This is an optimization exercise on Yosys and OpenROAD, whose aim is small area and a short achievable clock period, not a production implementation. At most, simulation tests tie the RTL to the original design; equivalence was not proved. No activity file was given, so power comes from the tool's default toggle rates.

==> branch lagoon <==
==> flow/design.v <==
`timescale 1ns/1ns
module agu(input [7:0] a, b, output logic [7:0] s);
  logic [7:0] g [0:3];
  logic [7:0] p [0:3];
  always_comb begin
    g[0] = a & b;
    p[0] = a ^ b;
    for (int l = 0; l < 3; l++)
      for (int i = 0; i < 8; i++)
        if (i >= (1 << l)) begin
          g[l+1][i] = g[l][i] | (p[l][i] & g[l][i - (1 << l)]);
          p[l+1][i] = p[l][i] & p[l][i - (1 << l)];
        end else begin
          g[l+1][i] = g[l][i];
          p[l+1][i] = p[l][i];
        end
    s[0] = p[0][0];
    for (int i = 1; i < 8; i++) s[i] = p[0][i] ^ g[3][i-1];
  end
endmodule
`timescale 1ns/1ns
module CPU(input clk,rst,
           output [11:0] imem_addr, input [18:0] imem_data,
           output [7:0] dmem_addr, dmem_wdata, output dmem_we, dmem_re, input [7:0] dmem_rdata);
  wire [18:0] ins = imem_data;
  logic [11:0] pc;
  logic z, c;
  logic [7:0][7:0] R;           
  logic [7:0][11:0] stk;        
  logic [2:0] sp;               
  logic [3:0] cnt;              
  wire is_alu  = ~ins[18];                            
  wire is_ld   = ins[18:14] == 5'b10000;
  wire is_st   = ins[18:14] == 5'b10001;
  wire is_sh   = ins[18:16] == 3'b110;
  wire is_br   = ins[18:16] == 3'b101;
  wire is_jmp  = ins[18:15] == 4'b1110;               
  wire is_call = ins[18:14] == 5'b11101;
  wire is_ret  = ins[18:13] == 6'b111100;
  wire wr_reg  = is_alu | is_ld | is_sh;
  wire ld_fl   = is_alu | is_sh;
  wire [7:0] imm = ins[7:0];
  wire [2:0] ra = ins[10:8];
  wire [2:0] rb = ins[18] ? ins[13:11] : ins[7:5];
  logic [7:0] a, rbv;
  always_comb begin
    a = 8'd0;
    rbv = 8'd0;
    for (int i = 0; i < 8; i++) begin
      a = a | (R[i] & {8{ra == i}});
      rbv = rbv | (R[i] & {8{rb == i}});
    end
  end
  agu agu0(.a(a), .b(imm), .s(dmem_addr));
  assign dmem_wdata = rbv;
  assign dmem_we    = ~rst & is_st;
  assign dmem_re    = ~rst & is_ld;
  assign imem_addr  = pc;
  wire [2:0] fn = ins[16:14];
  wire [7:0] b = ins[17] ? imm : rbv;
  wire sub = fn[1] & ~fn[2];
  wire y = sub & fn[0] & c;                     
  wire ci = sub | (fn[0] & c);
  logic [7:0] ay;                               
  logic ya;
  always_comb begin
    logic t;
    t = y;
    for (int i = 0; i < 8; i++) begin
      ay[i] = a[i] ^ t;
      t = t & a[i];
    end
    ya = t;
  end
  wire [7:0] bb = sub ? ~b : b;
  wire [8:0] sum9 = {1'b0, ay} + {1'b0, bb} + {8'd0, ci};
  wire c8 = sum9[8] ^ ya ^ sub;                 
  wire [7:0] pp = ay ^ bb;
  wire [7:0] gg = ay & bb;
  wire [7:0] oo = ay | bb;
  wire [7:0] carries = sum9[7:0] ^ pp;
  wire lg_and = fn[2] & ~fn[1] & ~fn[0];
  wire lg_nand = fn[2] & fn[1] & fn[0];
  wire lg_xor = fn[2] & fn[1] & ~fn[0];
  wire [7:0] xx = (pp & {8{~lg_and}}) | {8{lg_nand}};
  wire [7:0] yy = fn[2] ? (gg & {8{~lg_xor}}) : carries;
  wire [7:0] lg = xx ^ yy;
  wire zsum = (pp[0] == ci) & (pp[7:1] == oo[6:0]);
  wire [7:0] alures = lg;
  wire aluc = ~fn[2] & c8;
  wire aluz = fn[2] ? (lg == 8'd0) : zsum;
  wire [2:0] s = ins[7:5];
  wire [1:0] fn2 = ins[15:14];
  wire right = fn2[0];
  wire [2:0] amt = right ? (3'd0 - s) : s;            
  wire [15:0] dd = {a, a} << amt;
  wire [7:0] rot = dd[15:8];
  wire [7:0] lmask = 8'hff << s;
  wire [7:0] rmask = 8'hff >> s;
  wire [7:0] shres = fn2[1] ? rot : (rot & (right ? rmask : lmask));
  wire shc = ~fn2[1] & (s != 3'd0) & (right ? rot[7] : rot[0]);
  wire [7:0] res = is_sh ? shres : alures;
  wire nc = is_sh ? shc : aluc;
  wire nz = is_sh ? (shres == 8'd0) : aluz;
  wire [7:0] wd = is_ld ? dmem_rdata : res;
  logic [7:0] spd;
  wire live = cnt != 4'd0;
  always_comb for (int i = 0; i < 8; i++) spd[i] = (sp == i);
  logic [11:0] top;
  always_comb begin
    top = 12'd0;
    for (int i = 0; i < 8; i++) top = top | (stk[i] & {12{spd[i] & live}});
  end
  wire cond = (ins[15] ? c : z) ^ ins[14];
  wire taken = is_br & cond;
  wire [11:0] pcn = pc + ({{4{imm[7]}}, imm} & {12{taken}}) + 12'd1;
  logic [11:0] npc;
  always_comb begin
    if (is_jmp)         npc = ins[11:0];
    else if (is_ret)    npc = top;
    else                npc = pcn;
  end
  always_ff @(posedge clk, posedge rst) begin
    if (rst) begin
      pc <= 12'd0;
      z <= 1'b0;
      c <= 1'b0;
      R <= '0;
      sp <= 3'd0;
      cnt <= 4'd0;
    end else begin
      pc <= npc;
      if (ld_fl) begin
        z <= nz;
        c <= nc;
      end
      for (int i = 0; i < 8; i++)
        if (wr_reg && ins[13:11] == i) R[i] <= wd;
      if (is_call) begin
        sp <= sp + 3'd1;
        if (cnt != 4'd8) cnt <= cnt + 4'd1;
      end else if (is_ret) begin
        sp <= sp - 3'd1;
        if (cnt != 4'd0) cnt <= cnt - 4'd1;
      end
    end
  end
  always_ff @(posedge clk)
    for (int i = 0; i < 8; i++)
      if (is_call & spd[(i + 7) % 8]) stk[i] <= pcn;
endmodule
==> flow/flow/run.sh <==
#!/bin/bash
# Own layout flow: the standard ORFS flow with changes to synthesis (no
# full/half-adder extraction; abc maps the top module for area and the
# modules in KEEP for speed) and plain buffers on the ports. Each step's
# output goes to a log of its own in this folder.
set -euo pipefail
HERE=$(pwd)
FL=$HERE/flow
KEEP=$(cat "$FL/keep_modules.txt")

# synthesis script: the standard flow's, sourcing ORFS's synth.tcl with the abc call
# replaced by flow/abc_step.tcl
sed "s#@FL@#$FL#g" "$FL/abc_step.tcl" > "$HERE/own_abc_step.tcl"
sed "s#log_cmd abc {\\*}\$abc_args#source $HERE/own_abc_step.tcl#" \
  "$FLOW_HOME/scripts/synth.tcl" > "$HERE/own_synth_core.tcl"
grep -q 'own_abc_step' "$HERE/own_synth_core.tcl"
sed "s#source \$::env(SCRIPTS_DIR)/synth.tcl#source $HERE/own_synth_core.tcl#" \
  "$HERE/synth_recipe.tcl" > "$HERE/own_synth.tcl"
grep -q own_synth_core "$HERE/own_synth.tcl"

bash standard.sh SYNTH_SCRIPT="$HERE/own_synth.tcl" ADDER_MAP_FILE= SYNTH_OPERATIONS_ARGS=" " \
  SYNTH_KEEP_MODULES="$KEEP" synth > "$HERE/synth.log" 2>&1

EXTRA=()
if [[ -f $FL/extra.mk ]]; then
  while read -r l; do [[ -n $l && $l != \#* ]] && EXTRA+=("$l"); done < "$FL/extra.mk"
fi
bash standard.sh "${EXTRA[@]}" finish > "$HERE/layout.log" 2>&1
==> flow/flow/abc_step.tcl <==
# abc mapping: the modules kept apart (SYNTH_KEEP_MODULES) for speed, the
# top module for area. @FL@ is replaced by the flow folder.
set own_rest [lrange $abc_args 2 end]
foreach own_m $::env(SYNTH_KEEP_MODULES) {
  log_cmd abc -script @FL@/fast.abc {*}$own_rest $own_m
}
log_cmd abc -script @FL@/synth.abc {*}$own_rest $::env(DESIGN_NAME)
==> flow/flow/extra.mk <==
# make variables for the layout steps, one per line
BUFFER_PORTS_ARGS=-buffer_cell sky130_fd_sc_hd__buf_1
CTS_ARGS=-sink_clustering_enable -repair_clock_nets -buf_list sky130_fd_sc_hd__clkbuf_8 -dont_use_dummy_load
==> flow/flow/fast.abc <==
strash
dch
map -D 700
topo
buffer -c
upsize -c -D 700
dnsize -c -D 700
==> flow/flow/keep_modules.txt <==
agu
==> flow/flow/synth.abc <==
strash
dch
map -D 3500
topo
buffer -c
upsize -c -D 3500
dnsize -c -D 3500
==> flow/standard.sh <==
#!/bin/bash
# synth_recipe.tcl (not shown) runs the flow's synth.tcl, then flattens the netlist and writes it again
# the make line also repeats each setting of config.mk as NAME=value (left out here)
make -C /OpenROAD-flow-scripts/flow DESIGN_CONFIG=/design/flow/config.mk WORK_HOME=/design/flow/orfs CLKGATE_MAP_FILE= SYNTH_SCRIPT=/design/flow/synth_recipe.tcl "${@:-finish}"
==> flow/config.mk <==
export PLATFORM = sky130hd
export DESIGN_NAME = CPU
export DESIGN_NICKNAME = CPU
export VERILOG_FILES = /design/flow/design.v
export SDC_FILE = /design/flow/constraint.sdc
export NUM_CORES = 4
export LEC_CHECK = 0
export CAP_MARGIN = 5
export CORE_MARGIN = 2
export CORE_UTILIZATION = 60
export CTS_BUF_LIST = sky130_fd_sc_hd__clkbuf_8
export SETUP_SLACK_MARGIN = 2.5
export SLEW_MARGIN = 5
==> flow/constraint.sdc <==
create_clock -name core_clock -period 7.5 [get_ports {clk}]
set_input_delay 1.5000 -clock core_clock [delete_from_list [all_inputs] [get_ports {clk}]]
set_output_delay 1.5000 -clock core_clock [all_outputs]
set_load 0.01 [all_outputs]
==> inputs of branch xenon, as changes to branch lagoon <==
--- a/flow/design.v
+++ b/flow/design.v
@@ -1,3 +1,4 @@
 `timescale 1ns/1ns
-module agu(input [7:0] a, b, output logic [7:0] s);
+module rd_agu(input [7:0][7:0] R, input [2:0] ra, input [7:0] imm,
+              output logic [7:0] a, output logic [7:0] addr);
   logic [7:0] g [0:3];
@@ -5,4 +6,6 @@
   always_comb begin
-    g[0] = a & b;
-    p[0] = a ^ b;
+    a = 8'd0;
+    for (int i = 0; i < 8; i++) a = a | (R[i] & {8{ra == i}});
+    g[0] = a & imm;
+    p[0] = a ^ imm;
     for (int l = 0; l < 3; l++)
@@ -16,4 +19,10 @@
         end
-    s[0] = p[0][0];
-    for (int i = 1; i < 8; i++) s[i] = p[0][i] ^ g[3][i-1];
+    addr[0] = p[0][0];
+    for (int i = 1; i < 8; i++) addr[i] = p[0][i] ^ g[3][i-1];
+  end
+endmodule
+module rd_b(input [7:0][7:0] R, input sel, input [2:0] r1, r0, output logic [7:0] v);
+  always_comb begin
+    v = 8'd0;
+    for (int i = 0; i < 8; i++) v = v | (R[i] & {8{(sel ? r1 : r0) == i}});
   end
@@ -42,14 +51,5 @@
   wire [7:0] imm = ins[7:0];
-  wire [2:0] ra = ins[10:8];
-  wire [2:0] rb = ins[18] ? ins[13:11] : ins[7:5];
-  logic [7:0] a, rbv;
-  always_comb begin
-    a = 8'd0;
-    rbv = 8'd0;
-    for (int i = 0; i < 8; i++) begin
-      a = a | (R[i] & {8{ra == i}});
-      rbv = rbv | (R[i] & {8{rb == i}});
-    end
-  end
-  agu agu0(.a(a), .b(imm), .s(dmem_addr));
+  wire [7:0] a, rbv;
+  rd_agu rda(.R(R), .ra(ins[10:8]), .imm(imm), .a(a), .addr(dmem_addr));
+  rd_b rdb(.R(R), .sel(ins[18]), .r1(ins[13:11]), .r0(ins[7:5]), .v(rbv));
   assign dmem_wdata = rbv;
@@ -77,14 +77,17 @@
   wire c8 = sum9[8] ^ ya ^ sub;                 
+  wire [7:0] lp = a ^ b;
+  wire [7:0] lgg = a & b;
+  logic [7:0] lg;
+  always_comb begin
+    case (fn[1:0])
+      2'b00: lg = lgg;
+      2'b01: lg = lgg | lp;
+      2'b10: lg = lp;
+      default: lg = ~lgg;
+    endcase
+  end
   wire [7:0] pp = ay ^ bb;
-  wire [7:0] gg = ay & bb;
   wire [7:0] oo = ay | bb;
-  wire [7:0] carries = sum9[7:0] ^ pp;
-  wire lg_and = fn[2] & ~fn[1] & ~fn[0];
-  wire lg_nand = fn[2] & fn[1] & fn[0];
-  wire lg_xor = fn[2] & fn[1] & ~fn[0];
-  wire [7:0] xx = (pp & {8{~lg_and}}) | {8{lg_nand}};
-  wire [7:0] yy = fn[2] ? (gg & {8{~lg_xor}}) : carries;
-  wire [7:0] lg = xx ^ yy;
   wire zsum = (pp[0] == ci) & (pp[7:1] == oo[6:0]);
-  wire [7:0] alures = lg;
+  wire [7:0] alures = fn[2] ? lg : sum9[7:0];
   wire aluc = ~fn[2] & c8;
@@ -113,10 +116,11 @@
   end
+  wire [11:0] pc1 = pc + 12'd1;
+  wire [11:0] pcb = pc1 + {{4{imm[7]}}, imm};
   wire cond = (ins[15] ? c : z) ^ ins[14];
-  wire taken = is_br & cond;
-  wire [11:0] pcn = pc + ({{4{imm[7]}}, imm} & {12{taken}}) + 12'd1;
   logic [11:0] npc;
   always_comb begin
-    if (is_jmp)         npc = ins[11:0];
+    if (is_br & cond)   npc = pcb;
+    else if (is_jmp)    npc = ins[11:0];
     else if (is_ret)    npc = top;
-    else                npc = pcn;
+    else                npc = pc1;
   end
@@ -149,3 +153,3 @@
     for (int i = 0; i < 8; i++)
-      if (is_call & spd[(i + 7) % 8]) stk[i] <= pcn;
+      if (is_call & spd[(i + 7) % 8]) stk[i] <= pc1;
 endmodule
==> flow/run.sh (new file) <==
#!/bin/bash
# synth_recipe.tcl (not shown) runs the flow's synth.tcl, then flattens the netlist and writes it again
# the make line also repeats each setting of config.mk as NAME=value (left out here)
make -C /OpenROAD-flow-scripts/flow DESIGN_CONFIG=/design/flow/config.mk WORK_HOME=/design/flow/orfs CLKGATE_MAP_FILE= SYNTH_SCRIPT=/design/flow/synth_recipe.tcl finish
ABC_AREA = 1   (was not set)
CAP_MARGIN = 20   (was 5)
SETUP_SLACK_MARGIN = 3.0   (was 2.5)
SLEW_MARGIN = 20   (was 5)
SYNTH_HIERARCHICAL = 1   (was not set)
removed: flow/flow/run.sh
removed: flow/flow/abc_step.tcl
removed: flow/flow/extra.mk
removed: flow/flow/fast.abc
removed: flow/flow/keep_modules.txt
removed: flow/flow/synth.abc
removed: flow/standard.sh
==> inputs of branch zinc, as changes to branch lagoon <==
--- a/flow/design.v
+++ b/flow/design.v
@@ -1,3 +1,4 @@
 `timescale 1ns/1ns
-module agu(input [7:0] a, b, output logic [7:0] s);
+module rd_agu(input [7:0][7:0] R, input [2:0] ra, input [7:0] imm,
+              output logic [7:0] a, output logic [7:0] addr);
   logic [7:0] g [0:3];
@@ -5,4 +6,6 @@
   always_comb begin
-    g[0] = a & b;
-    p[0] = a ^ b;
+    a = 8'd0;
+    for (int i = 0; i < 8; i++) a = a | (R[i] & {8{ra == i}});
+    g[0] = a & imm;
+    p[0] = a ^ imm;
     for (int l = 0; l < 3; l++)
@@ -16,4 +19,4 @@
         end
-    s[0] = p[0][0];
-    for (int i = 1; i < 8; i++) s[i] = p[0][i] ^ g[3][i-1];
+    addr[0] = p[0][0];
+    for (int i = 1; i < 8; i++) addr[i] = p[0][i] ^ g[3][i-1];
   end
@@ -44,12 +47,9 @@
   wire [2:0] rb = ins[18] ? ins[13:11] : ins[7:5];
-  logic [7:0] a, rbv;
+  wire [7:0] a;
+  logic [7:0] rbv;
   always_comb begin
-    a = 8'd0;
     rbv = 8'd0;
-    for (int i = 0; i < 8; i++) begin
-      a = a | (R[i] & {8{ra == i}});
-      rbv = rbv | (R[i] & {8{rb == i}});
-    end
+    for (int i = 0; i < 8; i++) rbv = rbv | (R[i] & {8{rb == i}});
   end
-  agu agu0(.a(a), .b(imm), .s(dmem_addr));
+  rd_agu rda(.R(R), .ra(ra), .imm(imm), .a(a), .addr(dmem_addr));
   assign dmem_wdata = rbv;
@@ -80,11 +80,13 @@
   wire [7:0] oo = ay | bb;
-  wire [7:0] carries = sum9[7:0] ^ pp;
-  wire lg_and = fn[2] & ~fn[1] & ~fn[0];
-  wire lg_nand = fn[2] & fn[1] & fn[0];
-  wire lg_xor = fn[2] & fn[1] & ~fn[0];
-  wire [7:0] xx = (pp & {8{~lg_and}}) | {8{lg_nand}};
-  wire [7:0] yy = fn[2] ? (gg & {8{~lg_xor}}) : carries;
-  wire [7:0] lg = xx ^ yy;
+  logic [7:0] lg;
+  always_comb begin
+    case (fn[1:0])
+      2'b00: lg = gg;
+      2'b01: lg = oo;
+      2'b10: lg = pp;
+      default: lg = ~gg;
+    endcase
+  end
   wire zsum = (pp[0] == ci) & (pp[7:1] == oo[6:0]);
-  wire [7:0] alures = lg;
+  wire [7:0] alures = fn[2] ? lg : sum9[7:0];
   wire aluc = ~fn[2] & c8;
==> flow/flow/fast.abc (replaced) <==
strash
dch
map -D 1000
topo
buffer -c
upsize -c -D 1000
dnsize -c -D 1000
==> flow/flow/keep_modules.txt (replaced) <==
rd_agu
==> inputs of branch amber, as changes to branch lagoon <==
--- a/flow/design.v
+++ b/flow/design.v
@@ -80,11 +80,13 @@
   wire [7:0] oo = ay | bb;
-  wire [7:0] carries = sum9[7:0] ^ pp;
-  wire lg_and = fn[2] & ~fn[1] & ~fn[0];
-  wire lg_nand = fn[2] & fn[1] & fn[0];
-  wire lg_xor = fn[2] & fn[1] & ~fn[0];
-  wire [7:0] xx = (pp & {8{~lg_and}}) | {8{lg_nand}};
-  wire [7:0] yy = fn[2] ? (gg & {8{~lg_xor}}) : carries;
-  wire [7:0] lg = xx ^ yy;
+  logic [7:0] lg;
+  always_comb begin
+    case (fn[1:0])
+      2'b00: lg = gg;
+      2'b01: lg = oo;
+      2'b10: lg = pp;
+      default: lg = ~gg;
+    endcase
+  end
   wire zsum = (pp[0] == ci) & (pp[7:1] == oo[6:0]);
-  wire [7:0] alures = lg;
+  wire [7:0] alures = fn[2] ? lg : sum9[7:0];
   wire aluc = ~fn[2] & c8;
PLACE_DENSITY = 0.7   (was not set)
==> flow_metrics.py <==
metrics = {
    "yosys": {
        "synth_warnings": 11,
        "yosysSeqAreaShare": 0.390,
        "synth.avg_cell_area_um2": 7.60,
    },
    "route": {
        "vias_per_cell": 6.18,
        "routedWlPerCell_um": 21.3,
        "firstDrtPassIters": 8,
        "wl_met3_mm": 4.91,
        "wl_met1_mm": 16.1,
    },
    "pwr": {
        "internal_power_mw": 2.52,
    },
    "clocking": {
        "cts_setup_buffers": 57,
    },
    "placed_design": {
        "dp_hpwl_mm": 29.8,
    },
    "hold_path": {
        "holdPathStages": 2,
    },
    "floorplanning": {
        "core-area_mm2": 0.0210,
        "initial_core_util": 0.611,
    },
    "status": {
        "status": "timing/DRC/antenna clean",
    },
    "cells_and_area": {
        "final_cell_mix": "441 x nand2_1, 206 x nand3_1, 163 x inv_1",
    },
}
-- figures above: branch xenon

==> flow_metrics.py <==
metrics = {
    "route": {
        "wl_met3_mm": 2.52,
        "routedWlPerCell_um": 20.4,
        "vias_per_cell": 6.22,
        "wl_met1_mm": 12.2,
    },
    "yosys": {
        "yosysSeqAreaShare": 0.510,
        "synth.avg_cell_area_um2": 8.62,
        "synth_warnings": 4,
    },
    "status": {
        "status": "timing/DRC/antenna clean",
    },
    "hold_path": {
        "holdPathStages": 1,
    },
    "floorplanning": {
        "core-area_mm2": 0.0159,
    },
}
-- figures above: branch lagoon

==> flow_metrics.py <==
metrics = {
    "hold_path": {
        "holdPathStages": 2,
    },
    "placed_design": {
        "dp_hpwl_mm": 21.1,
    },
    "route": {
        "finalWirelength_mm": 30.4,
        "firstDrtPassIters": 6,
        "wl_met1_mm": 12.5,
        "wl_met3_mm": 2.66,
        "routedWlPerCell_um": 20.3,
    },
    "yosys": {
        "async_flop_share": 0.470,
        "yosysSeqAreaShare": 0.500,
        "synth.avg_cell_area_um2": 8.51,
        "synth_warnings": 4,
        "syn_inst": 1177,
    },
    "floorplanning": {
        "initial_core_util": 0.608,
        "core-area_mm2": 0.0165,
    },
    "cells_and_area": {
        "signal_buffers": 116,
        "seq_area_mm2": 0.00501,
    },
    "clocking": {
        "cts_setup_buffers": 4,
    },
    "status": {
        "status": "timing/DRC/antenna clean",
    },
    "pwr": {
        "internal_power_mw": 2.09,
    },
}
-- figures above: branch amber

==> flow_metrics.py <==
metrics = {
    "status": {
        "status": "timing/DRC/antenna clean",
    },
    "yosys": {
        "synth_warnings": 4,
        "yosysSeqAreaShare": 0.472,
    },
    "floorplanning": {
        "initial_core_util": 0.614,
        "core-area_mm2": 0.0173,
    },
    "route": {
        "routedWlPerCell_um": 21.2,
        "wl_met1_mm": 13.2,
        "firstDrtPassIters": 8,
        "vias_per_cell": 6.37,
    },
    "placed_design": {
        "dp_hpwl_mm": 24.9,
    },
    "pwr": {
        "internal_power_mw": 2.06,
    },
    "cells_and_area": {
        "final_cell_mix": "225 x nand2_1, 139 x inv_1, 123 x o21ai_0",
    },
    "clocking": {
        "cts_setup_buffers": 2,
    },
}
-- figures above: branch zinc

For branch lagoon, branch xenon and branch zinc, only the layout was checked, not whether the RTL still works.

[port drivers added, routing unchanged]
The results above use ideal ports. As a check the final layouts listed here were re-extracted and re-timed, cells and wires unchanged.
Step 1 (the two cells are an assumption about what drives the block):
set clk [get_ports {clk}]
set_driving_cell -lib_cell sky130_fd_sc_hd__clkbuf_16 $clk
set_driving_cell -lib_cell sky130_fd_sc_hd__buf_2 [delete_from_list [all_inputs] $clk]
Step 2, shift: input delay + t, output delay - t, t = (earliest + latest rising clock arrival at the registers) / 2. This alone moves slack from input paths to output paths.
Three values: ideal ports, drivers, drivers and shift; two values: the first two.
run	shift t [ns]	setup slack, ns	cell pins on the clock port's net
branch lagoon	0.487	2.403 / 2.355 / 2.136	1
branch xenon	0.534	2.499 / 2.407 / 2.087	1
branch zinc	0.508	2.576 / 2.495 / 2.143	1
branch amber	0.495	2.599 / 2.549 / 2.237	1
After both steps every run listed still meets setup and hold. The setup slack of branch zinc, which loses most, moves by -0.081 ns with the drivers and by -0.433 ns with both steps.
